This design comes from an exercise in tuning for small area on the open sky130 flow, not from production work.
Only simulation tests tie the RTL to the original design; equivalence was not proved.
No driver is modelled on the clock port, so clocking that relies on it looks cheaper here than on a real chip.
No activity file was given, so power comes from the tool's default toggle rates.

the reference run:
==> flow/design.v <==
`timescale 1ns / 1ps
`default_nettype none
module Debounce #(
    parameter W = 16,
    parameter [W-1:0] TAPS = 16'b1101_0000_0000_1000
) (
    input  wire btn,
    input  wire clk,
    output wire led
);
    localparam [W-1:0] POL = {(W/2){2'b10}};
    reg  [W-1:0] q;
    wire [W-1:0] s = q ^ POL;
    wire low_ones = &s[W-2:0];
    wire fb = ~(^(s & TAPS)) | low_ones;
    wire [W-1:0] s_next = btn ? {s[W-2:0], fb} : {{(W-1){1'b1}}, 1'b0};
    always @(posedge clk) q <= s_next ^ POL;
    assign led = low_ones & s[W-1];
endmodule
`timescale 1ns / 1ps
module edge_generator(input wire clk, input wire rst, input wire signal, output reg out);
    reg sig_p;
    always @(posedge clk) begin
        if (rst) begin
            out <= 1'b0;
            sig_p <= 1'b0;
        end else begin
            out <= signal & ~sig_p;
            sig_p <= signal;
        end
    end
endmodule
`timescale 1ns / 1ps
`default_nettype none
module Calculator(
    input  wire       clk,
    input  wire       load,
    input  wire       step,
    input  wire [3:0] a,
    input  wire [3:0] b,
    input  wire [2:0] op,
    output wire       bin,
    output wire [7:0] v
);
    reg [3:0] x, y, h;
    wire lt = a < b;
    wire is_sub = (op == 3'd5);
    wire       cin   = is_sub & x[0];
    wire [4:0] m_sum = {1'b0, h} + (x[0] ? {1'b0, y} : 5'd0) + {4'b0, cin};
    wire [4:0] d_t   = {h, x[3]};
    wire       d_ge  = d_t >= {1'b0, y};
    wire [4:0] d_r   = d_t - {1'b0, y};
    always @(posedge clk) begin
        if (load) begin
            case (op)
                3'd0: begin x <= a & b;   h <= 4'd0; y <= b; end
                3'd1: begin x <= a | b;   h <= 4'd0; y <= b; end
                3'd2: begin x <= ~a;      h <= 4'd0; y <= b; end
                3'd3: begin x <= a ^ b;   h <= 4'd0; y <= b; end
                3'd4: begin x <= 4'd1;    h <= a;    y <= b; end
                3'd5: begin x <= 4'd1;    h <= a ^ {4{lt}}; y <= b ^ {4{~lt}}; end
                default: begin x <= a;    h <= 4'd0; y <= b; end
            endcase
        end else if (step & op[2]) begin
            if (op != 3'd7) begin
                h <= {m_sum[4] & ~is_sub, m_sum[3:1]};
                x <= {m_sum[0], x[3:1]};
            end else begin
                h <= d_ge ? d_r[3:0] : d_t[3:0];
                x <= {x[2:0], d_ge};
            end
        end
    end
    assign bin = ~op[2];
    assign v = {(op == 3'd7) ? {4{y == 4'd0}} : h, x};
endmodule
module add3(input wire [3:0] i, output reg [3:0] o);
  always @(*) case (i)
    4'd5: o = 4'd8; 4'd6: o = 4'd9; 4'd7: o = 4'd10; 4'd8: o = 4'd11; 4'd9: o = 4'd12;
    default: o = i;
  endcase
endmodule
module val_bcd(input wire [7:0] v, output wire [1:0] hun, output wire [3:0] ten, output wire [3:0] one);
  wire [3:0] c1,c2,c3,c4,c5,c6,c7;
  add3 m1(.i({1'b0,v[7:5]}), .o(c1));
  add3 m2(.i({c1[2:0],v[4]}), .o(c2));
  add3 m3(.i({c2[2:0],v[3]}), .o(c3));
  add3 m4(.i({c3[2:0],v[2]}), .o(c4));
  add3 m5(.i({c4[2:0],v[1]}), .o(c5));
  add3 m6(.i({1'b0,c1[3],c2[3],c3[3]}), .o(c6));
  add3 m7(.i({c6[2:0],c4[3]}), .o(c7));
  assign one = {c5[2:0], v[0]};
  assign ten = {c7[2:0], c5[3]};
  assign hun = {c6[3], c7[3]};
endmodule
`timescale 1ns / 1ps
`default_nettype none
module bcd_seg(
    input wire [3:0] BCD,
    output reg [7:0] s
);
    always @(*) begin
        case(BCD)
            0: s = 8'b0000_0011;
            1: s = 8'b1001_1111;
            2: s = 8'b0010_0101;
            3: s = 8'b0000_1101;
            4: s = 8'b1001_1001;
            5: s = 8'b0100_1001;
            6: s = 8'b0100_0001;
            7: s = 8'b0001_1111;
            8: s = 8'b0000_0001;
            9: s = 8'b0000_1001;
            10: s = 8'b1111_1101;
            default s = 8'b1111_1111;
        endcase
    end
endmodule
`timescale 1ns / 1ps
`default_nettype none
module op_seg(
    input wire [2:0] OP,
    input wire [1:0] d,
    output wire [7:0] s
);
    reg [31:0] w;
    always @(*) begin
        case(OP)
            0: w = 32'b1111_1111_0001_0001_1101_0101_1000_0101;  
            1: w = 32'b1111_1111_1111_1111_0000_0011_1111_0101;  
            2: w = 32'b1111_1111_1101_0101_1100_0101_1110_0001;  
            3: w = 32'b1111_1111_1001_0001_0000_0011_1111_0101;  
            4: w = 32'b1111_1111_0001_0001_1000_0101_1000_0101;  
            5: w = 32'b1111_1111_0100_1001_1100_0111_1100_0001;  
            6: w = 32'b0011_0011_0001_1011_1110_0011_1110_0001;  
            default: w = 32'b1111_1111_1000_0101_1001_1111_1000_0011;  
        endcase
    end
    assign s = w[{d, 3'b000} +: 8];
endmodule
`timescale 1ns / 1ps
`default_nettype none
module Multi_Driver(
    input  wire clk,
    input  wire rst,
    output wire [1:0] dsel
    );
    reg [9:0] lo;
    reg [1:0] hi;
    reg rst_p;
    wire low_zero = ~|lo[8:0];
    wire lo_last  = lo[9] & low_zero;     
    wire m_zero   = ~lo[9] & low_zero & ~hi[1] & ~hi[0];
    wire fb       = lo[9] ^ lo[6] ^ low_zero;
    always @(posedge clk) begin
        rst_p <= rst;
        if (rst_p) begin
            lo <= 10'd1;                  
            hi <= 2'd0;
        end else begin
            lo <= {lo[8:0], fb};
            hi <= hi + {1'b0, lo_last};
        end
    end
    assign dsel = m_zero ? 2'd3 : hi;
endmodule
`timescale 1ns / 1ps
`default_nettype none
module Calculator_top(
    input wire [3:0] a,
    input wire [3:0] b,
    input wire clk,
    input wire rst,
    input wire enter,
    input wire back,
    input wire up,
    input wire down,
    output wire [3:0] an,
    output wire [7:0] seg,
    output reg bin_ind
);
    wire up_d, down_d, enter_d, back_d, rst_d;
    Debounce dd(.btn(down),  .clk(clk), .led(down_d));
    Debounce ud(.btn(up),    .clk(clk), .led(up_d));
    Debounce ed(.btn(enter), .clk(clk), .led(enter_d));
    Debounce bd(.btn(back),  .clk(clk), .led(back_d));
    Debounce rd(.btn(rst),   .clk(clk), .led(rst_d));
    wire DOWN, UP, BACK, ENTER;
    edge_generator de(.clk(clk), .rst(rst_d), .signal(down_d),  .out(DOWN));
    edge_generator ue(.clk(clk), .rst(rst_d), .signal(back_d),  .out(BACK));
    edge_generator be(.clk(clk), .rst(rst_d), .signal(up_d),    .out(UP));
    edge_generator ee(.clk(clk), .rst(rst_d), .signal(enter_d), .out(ENTER));
    localparam [4:0] S_IDLE = 5'd0, S_RES = 5'd1, S_OP = 5'd2, S_CONV0 = 5'd5;
    reg [4:0] st;
    wire conv      = |st[4:2];
    wire conv_frst = ~st[4] & ~st[3] & st[2] & ~st[1];
    wire conv_last = &st;
    wire idle      = ~conv & ~st[1] & ~st[0];
    wire res       = ~conv & ~st[1] & st[0];
    reg [2:0] op;
    reg [1:0] result_neg;
    reg [10:0] r;                 
    localparam [3:0] D_ZERO = 4'd8, D_RES = 4'd9;
    reg [3:0] dcode, dcode2;
    wire       c_bin;
    wire [7:0] c_val;
    wire calc_step = ~st[4] & st[3] & ~st[2];    
    Calculator calc(.clk(clk), .load(conv_frst), .step(calc_step),
                    .a(a), .b(b), .op(op), .bin(c_bin), .v(c_val));
    always @(posedge clk) begin
        if (op == 3'd5 && a < b) begin
            result_neg[0] <= 1'b1;
            result_neg[1] <= (b - a) >= 4'd10;
        end
        if (rst_d) begin
            op <= 3'd0;
            st <= S_IDLE;
            result_neg <= 2'b0;
            dcode <= D_ZERO;
        end else if (conv) begin
            bin_ind <= ~(op >= 3'd5);
            dcode <= {1'b0, op};
            if (conv_last) begin
                st <= S_RES;
                r <= {result_neg[0], result_neg[1], c_bin, c_val};
                if (result_neg[0]) result_neg <= 2'b0;
            end else begin
                st <= st + 5'd1;
            end
        end else if (idle) begin
            dcode <= D_ZERO;
            op <= 3'd0;
            if (ENTER) st <= S_CONV0;
            else if (UP | DOWN) st <= S_OP;
        end else if (res) begin
            result_neg <= 2'b0;
            dcode <= D_RES;
            if (BACK) st <= S_IDLE;
            else if (ENTER) st <= S_CONV0;
            else if (UP | DOWN) begin
                st <= S_OP;
                op <= 3'd0;
            end
        end else begin
            result_neg <= 2'b0;
            dcode <= {1'b0, op};
            if (ENTER) st <= S_CONV0;
            else if (BACK) st <= S_RES;
            if (UP) op <= op + 3'd1;
            else if (DOWN) op <= op - 3'd1;
        end
        dcode2 <= dcode;
    end
    wire [1:0] dsel;
    Multi_Driver md(.clk(clk), .rst(rst_d), .dsel(dsel));
    assign an = ~(4'b0001 << dsel);
    wire [1:0] hun; wire [3:0] ten, one;
    val_bcd conv_bcd(.v(r[7:0]), .hun(hun), .ten(ten), .one(one));
    wire rbin = r[8];
    wire [3:0] d_ten = rbin ? {3'b0, r[1]} : ten;
    wire [3:0] d_one = rbin ? {3'b0, r[0]} : one;
    reg [3:0] dig;
    always @(*) begin
        if (r[10]) begin
            case (dsel)
                2'd0: dig = d_one;
                2'd1: dig = r[9] ? d_ten : 4'd10;
                2'd2: dig = r[9] ? 4'd10 : 4'd15;
                default: dig = 4'd15;
            endcase
        end else begin
            case (dsel)
                2'd0: dig = d_one;
                2'd1: dig = d_ten;
                2'd2: dig = rbin ? {3'b0, r[2]} : {2'b0, hun};
                default: dig = rbin ? {3'b0, r[3]} : 4'd0;
            endcase
        end
    end
    wire [7:0] res_seg, name_seg;
    bcd_seg bs(.BCD(dig), .s(res_seg));
    op_seg os(.OP(dcode2[2:0]), .d(dsel), .s(name_seg));
    assign seg = ~dcode2[3] ? name_seg :
                 dcode2[0]  ? res_seg  : 8'b0000_0011;
endmodule
Settings: LEC_CHECK=0, ABC_AREA=1, CAP_MARGIN=20, CORE_MARGIN=2, CORE_UTILIZATION=40, SLEW_MARGIN=20; clock period 12.0 ns.
standard.sh (not shown) runs the stock make flow with config.mk's settings and CLKGATE_MAP_FILE= SYNTH_SCRIPT=/design/flow/synth_recipe.tcl, a recipe that flattens the netlist after the stock synthesis.
==> flow/flow/run.sh <==
#!/bin/bash
# Standard layout, except that:
#  - the combinational logic of the standard synthesis is re-mapped for area
#    by yosys/abc (flip-flops kept as they are) before floorplanning; four
#    abc runs (two seeds, two mappers), the smallest is kept, and nor2b_1
#    cells that invert the same net share one inverter (flow/fixinv.py);
#  - ports are buffered with buf_1;
#  - the clock tree is built by flow/mycts.tcl (root buffer and leaf buffers
#    over k-means clusters of flip-flops); if that fails, CTS runs with the
#    options in flow/cts_args.
set -u
HERE=$(pwd)
F=$HERE/flow
RES=$HERE/orfs/results/$FLOW_PLATFORM/Calculator_top/base
LIB=$FLOW_HOME/platforms/$FLOW_PLATFORM/lib/sky130_fd_sc_hd__tt_025C_1v80.lib
YOSYS=$(command -v yosys || echo /OpenROAD-flow-scripts/tools/install/yosys/bin/yosys)

bash standard.sh synth > std_synth.log 2>&1 || { echo "standard synth failed"; exit 1; }
cp $RES/1_2_yosys.v $HERE/std_1_2_yosys.v

# combinational cell models for the re-mapping
$YOSYS -q -p "read_liberty -ignore_miss_func $LIB; write_verilog -noattr $HERE/cells_all.v" > cells.log 2>&1
python3 $F/combcells.py $HERE/cells_all.v $HERE/combcells.v > combcells.log 2>&1

for S in 0 1 2 3; do
  if [ $S -lt 2 ]; then
    echo "strash; &get -n; &deepsyn -T 60 -S $S; &put; strash; dch -f; amap; topo" > $HERE/area$S.abc
  else
    echo "strash; &get -n; &deepsyn -T 60 -S $((S - 2)); &put; strash; &get -n; &dch -f; &nf -a -R 1000; &put" > $HERE/area$S.abc
  fi
  cat > $HERE/resyn$S.ys <<EOS
read_liberty -lib $LIB
read_verilog -defer $HERE/std_1_2_yosys.v
hierarchy -top $FLOW_TOP
techmap -map $HERE/combcells.v
techmap
opt -purge
abc -liberty $LIB -dont_use *probe* -dont_use *lpflow* -script $HERE/area$S.abc
opt_clean -purge
hilomap -singleton -hicell sky130_fd_sc_hd__conb_1 HI -locell sky130_fd_sc_hd__conb_1 LO
insbuf -buf sky130_fd_sc_hd__buf_4 A X
check -assert -mapped
tee -o $HERE/resyn${S}_stat.txt stat -liberty $LIB
write_verilog -noattr -nohex -nodec $HERE/resyn${S}_1_2_yosys.v
EOS
  ( $YOSYS -s $HERE/resyn$S.ys > resyn$S.log 2>&1 && python3 $F/sameregs.py $HERE/std_1_2_yosys.v $HERE/resyn${S}_1_2_yosys.v > sameregs$S.log 2>&1 && touch $HERE/resyn$S.ok ) &
done
wait

BEST=""; BESTA=""
for S in 0 1 2 3; do
  [ -f $HERE/resyn$S.ok ] || continue
  A=$(grep -i "chip area" $HERE/resyn${S}_stat.txt | awk '{print $NF}')
  echo "seed $S: $A"
  if [ -z "$BEST" ] || python3 -c "import sys; sys.exit(0 if $A < $BESTA else 1)"; then BEST=$S; BESTA=$A; fi
done
if [ -n "$BEST" ]; then
  # share the inversions of nor2b_1 cells, if yosys proves the result equivalent
  python3 $F/fixinv.py $HERE/resyn${BEST}_1_2_yosys.v $HERE/fixinv_1_2_yosys.v > fixinv.log 2>&1
  cat > $HERE/fixinv_eq.ys <<EOS
read_verilog $HERE/resyn${BEST}_1_2_yosys.v
rename $FLOW_TOP gold
read_verilog $HERE/fixinv_1_2_yosys.v
rename $FLOW_TOP gate
read_verilog $HERE/cells_all.v
hierarchy -check
flatten
proc
opt_clean
equiv_make gold gate equiv
hierarchy -top equiv
equiv_simple -seq 2
equiv_induct
equiv_status -assert
EOS
  if $YOSYS -s $HERE/fixinv_eq.ys > fixinv_eq.log 2>&1 && python3 $F/sameregs.py $HERE/std_1_2_yosys.v $HERE/fixinv_1_2_yosys.v >> fixinv.log 2>&1; then
    cp $HERE/fixinv_1_2_yosys.v $HERE/resyn${BEST}_1_2_yosys.v
    echo "shared inversions: $(head -1 fixinv.log)"
  fi
  cp $HERE/resyn${BEST}_1_2_yosys.v $RES/1_2_yosys.v
  rm -f $RES/1_synth.odb $RES/1_synth.sdc
  echo "using the re-mapped netlist of seed $BEST ($BESTA)"
else
  echo "re-mapping failed; keeping the standard netlist"
fi
bash standard.sh "BUFFER_PORTS_ARGS=-buffer_cell sky130_fd_sc_hd__buf_1" place > std_place.log 2>&1 || { echo "standard place failed"; exit 1; }
# clock tree built by flow/mycts.tcl; CTS itself only sees the port's net
if ! bash standard.sh "PRE_CTS_TCL=$F/mycts.tcl" "CTS_ARGS=-clk_nets clk -dont_use_dummy_load -buf_list sky130_fd_sc_hd__clkbuf_8" cts > std_cts.log 2>&1; then
  echo "hand-built clock tree failed; using CTS"
  bash standard.sh clean_cts > std_clean_cts.log 2>&1
  bash standard.sh "CTS_ARGS=$(cat $F/cts_args)" cts > std_cts2.log 2>&1 || { echo "standard cts failed"; exit 1; }
fi
bash standard.sh finish > std_finish.log 2>&1 || { echo "standard finish failed"; exit 1; }
test -f out/final.def
==> flow/flow/mycts.tcl <==
# PRE_CTS hook: builds a two-level clock tree by hand. The clock port drives
# one root buffer, which drives NLEAF leaf buffers; the flip-flops are split
# among the leaves by location (k-means), so every flip-flop sees the same
# two buffers between the port and its clock pin. clock_tree_synthesis is
# then limited to the port's net, which has a single sink, so it adds nothing.
set per_leaf 16
set bufname sky130_fd_sc_hd__clkbuf_8
set rootname sky130_fd_sc_hd__clkbuf_16
set block [ord::get_db_block]
set db [ord::get_db]
set master [$db findMaster $bufname]
set rmaster [$db findMaster $rootname]
set clk [$block findNet clk]

set sinks {}
foreach it [$clk getITerms] {
  if {[$it isInputSignal]} { lappend sinks $it }
}
set n [llength $sinks]
set k [expr {int(ceil(double($n) / $per_leaf))}]
puts "mycts: $n clock sinks, $k leaf buffers"

proc loc {it} {
  set inst [$it getInst]
  set b [$inst getBBox]
  return [list [expr {([$b xMin] + [$b xMax]) / 2}] [expr {([$b yMin] + [$b yMax]) / 2}]]
}
set pts {}
foreach it $sinks { lappend pts [loc $it] }

# k-means, seeded with sinks spread along the sorted x order
set order [lsort -integer -indices [lmap p $pts {lindex $p 0}]]
set cent {}
for {set c 0} {$c < $k} {incr c} {
  set idx [lindex $order [expr {int(($c + 0.5) * $n / $k)}]]
  lappend cent [lindex $pts $idx]
}
# k-means: each sink joins its nearest centre
for {set iter 0} {$iter < 50} {incr iter} {
  set assign {}
  for {set i 0} {$i < $n} {incr i} {
    lassign [lindex $pts $i] x y
    set best 0; set bd -1
    for {set c 0} {$c < $k} {incr c} {
      lassign [lindex $cent $c] cx cy
      set d [expr {($x - $cx) * ($x - $cx) + ($y - $cy) * ($y - $cy)}]
      if {$bd < 0 || $d < $bd} { set bd $d; set best $c }
    }
    lappend assign $best
  }
  set newcent {}
  for {set c 0} {$c < $k} {incr c} {
    set sx 0; set sy 0; set m 0
    for {set i 0} {$i < $n} {incr i} {
      if {[lindex $assign $i] == $c} {
        lassign [lindex $pts $i] x y
        incr sx $x; incr sy $y; incr m
      }
    }
    if {$m > 0} { lappend newcent [list [expr {$sx / $m}] [expr {$sy / $m}]] } else { lappend newcent [lindex $cent $c] }
  }
  set cent $newcent
}

# root buffer at the centre of the leaves
set rx 0; set ry 0
foreach c $cent { incr rx [lindex $c 0]; incr ry [lindex $c 1] }
set rx [expr {$rx / $k}]; set ry [expr {$ry / $k}]
set root [odb::dbInst_create $block $rmaster "clkroot_buf"]
set rootnet [odb::dbNet_create $block "clkroot_net"]
$rootnet setSigType CLOCK
[$root findITerm A] connect $clk
[$root findITerm X] connect $rootnet
$root setLocation $rx $ry
$root setPlacementStatus PLACED

for {set c 0} {$c < $k} {incr c} {
  set m [llength [lsearch -all -exact $assign $c]]
  puts "mycts: leaf $c has $m sinks"
  if {$m == 0} continue
  set leaf [odb::dbInst_create $block $master "clkleaf_buf_$c"]
  set leafnet [odb::dbNet_create $block "clkleaf_net_$c"]
  $leafnet setSigType CLOCK
  [$leaf findITerm A] connect $rootnet
  [$leaf findITerm X] connect $leafnet
  lassign [lindex $cent $c] cx cy
  $leaf setLocation $cx $cy
  $leaf setPlacementStatus PLACED
  for {set i 0} {$i < $n} {incr i} {
    if {[lindex $assign $i] == $c} {
      set it [lindex $sinks $i]
      $it disconnect
      $it connect $leafnet
    }
  }
}
set_propagated_clock [all_clocks]
puts "mycts: done"
Other scripts of this flow, unchanged in this note and not shown: flow/flow/combcells.py, flow/flow/cts_args, flow/flow/fixinv.py, flow/flow/sameregs.py
The reference run: full flow OK, the timing, design-rule and antenna checks passed
Edits applied to the flow inputs when going from the reference run to the trial run:
--- a/flow/flow/mycts.tcl
+++ b/flow/flow/mycts.tcl
@@ -4,7 +4,7 @@
 # two buffers between the port and its clock pin. clock_tree_synthesis is
 # then limited to the port's net, which has a single sink, so it adds nothing.
-set per_leaf 16
+set per_leaf 18
 set bufname sky130_fd_sc_hd__clkbuf_8
-set rootname sky130_fd_sc_hd__clkbuf_16
+set rootname sky130_fd_sc_hd__clkbuf_8
 set block [ord::get_db_block]
 set db [ord::get_db]
## What came out
Between the trial run and the reference run, the final-stage net count figures differ only marginally.
The total routing resource utilization after global routing was comparable across the reference run and the trial run.
Summary of the trial run over the reference run: leakage power lost 0.012 nW, number of cells on the critical path essentially unchanged, wire length saw a decrease, share of power burned in the clock network decreased 1.3 points, sequential power roughly the same.
On total power, the trial run does better than the reference run.

[what the ideal ports hide]
The results above use ideal ports. As a check the final layouts listed here were re-extracted and re-timed, cells and wires unchanged. Step 1 (the two cells are an assumption about what drives the block):
set clk [get_ports {clk}]
set_driving_cell -lib_cell sky130_fd_sc_hd__clkbuf_16 $clk
set_driving_cell -lib_cell sky130_fd_sc_hd__buf_2 [delete_from_list [all_inputs] $clk]
Step 2, shift: input delay + t, output delay - t, t = (earliest + latest rising clock arrival at the registers) / 2. This alone moves slack from input paths to output paths. Slacks: ideal ports / drivers / drivers and shift; pairs: ideal ports / drivers.
| run | t, ns | setup slack, ns | worst hold slack (ns) | worst data-port slew with drivers (ns) | pins driven straight from the clock port |
|---|---|---|---|---|---|
| the reference run | 0.369 | 5.322 / 5.286 / 5.655 | 0.337 / 0.337 / 0.337 | 0.05 | 1 |
| the trial run | 0.413 | 5.282 / 5.251 / 5.665 | 0.338 / 0.338 / 0.338 | 0.05 | 1 |
After both steps setup and hold are still met in every run listed.
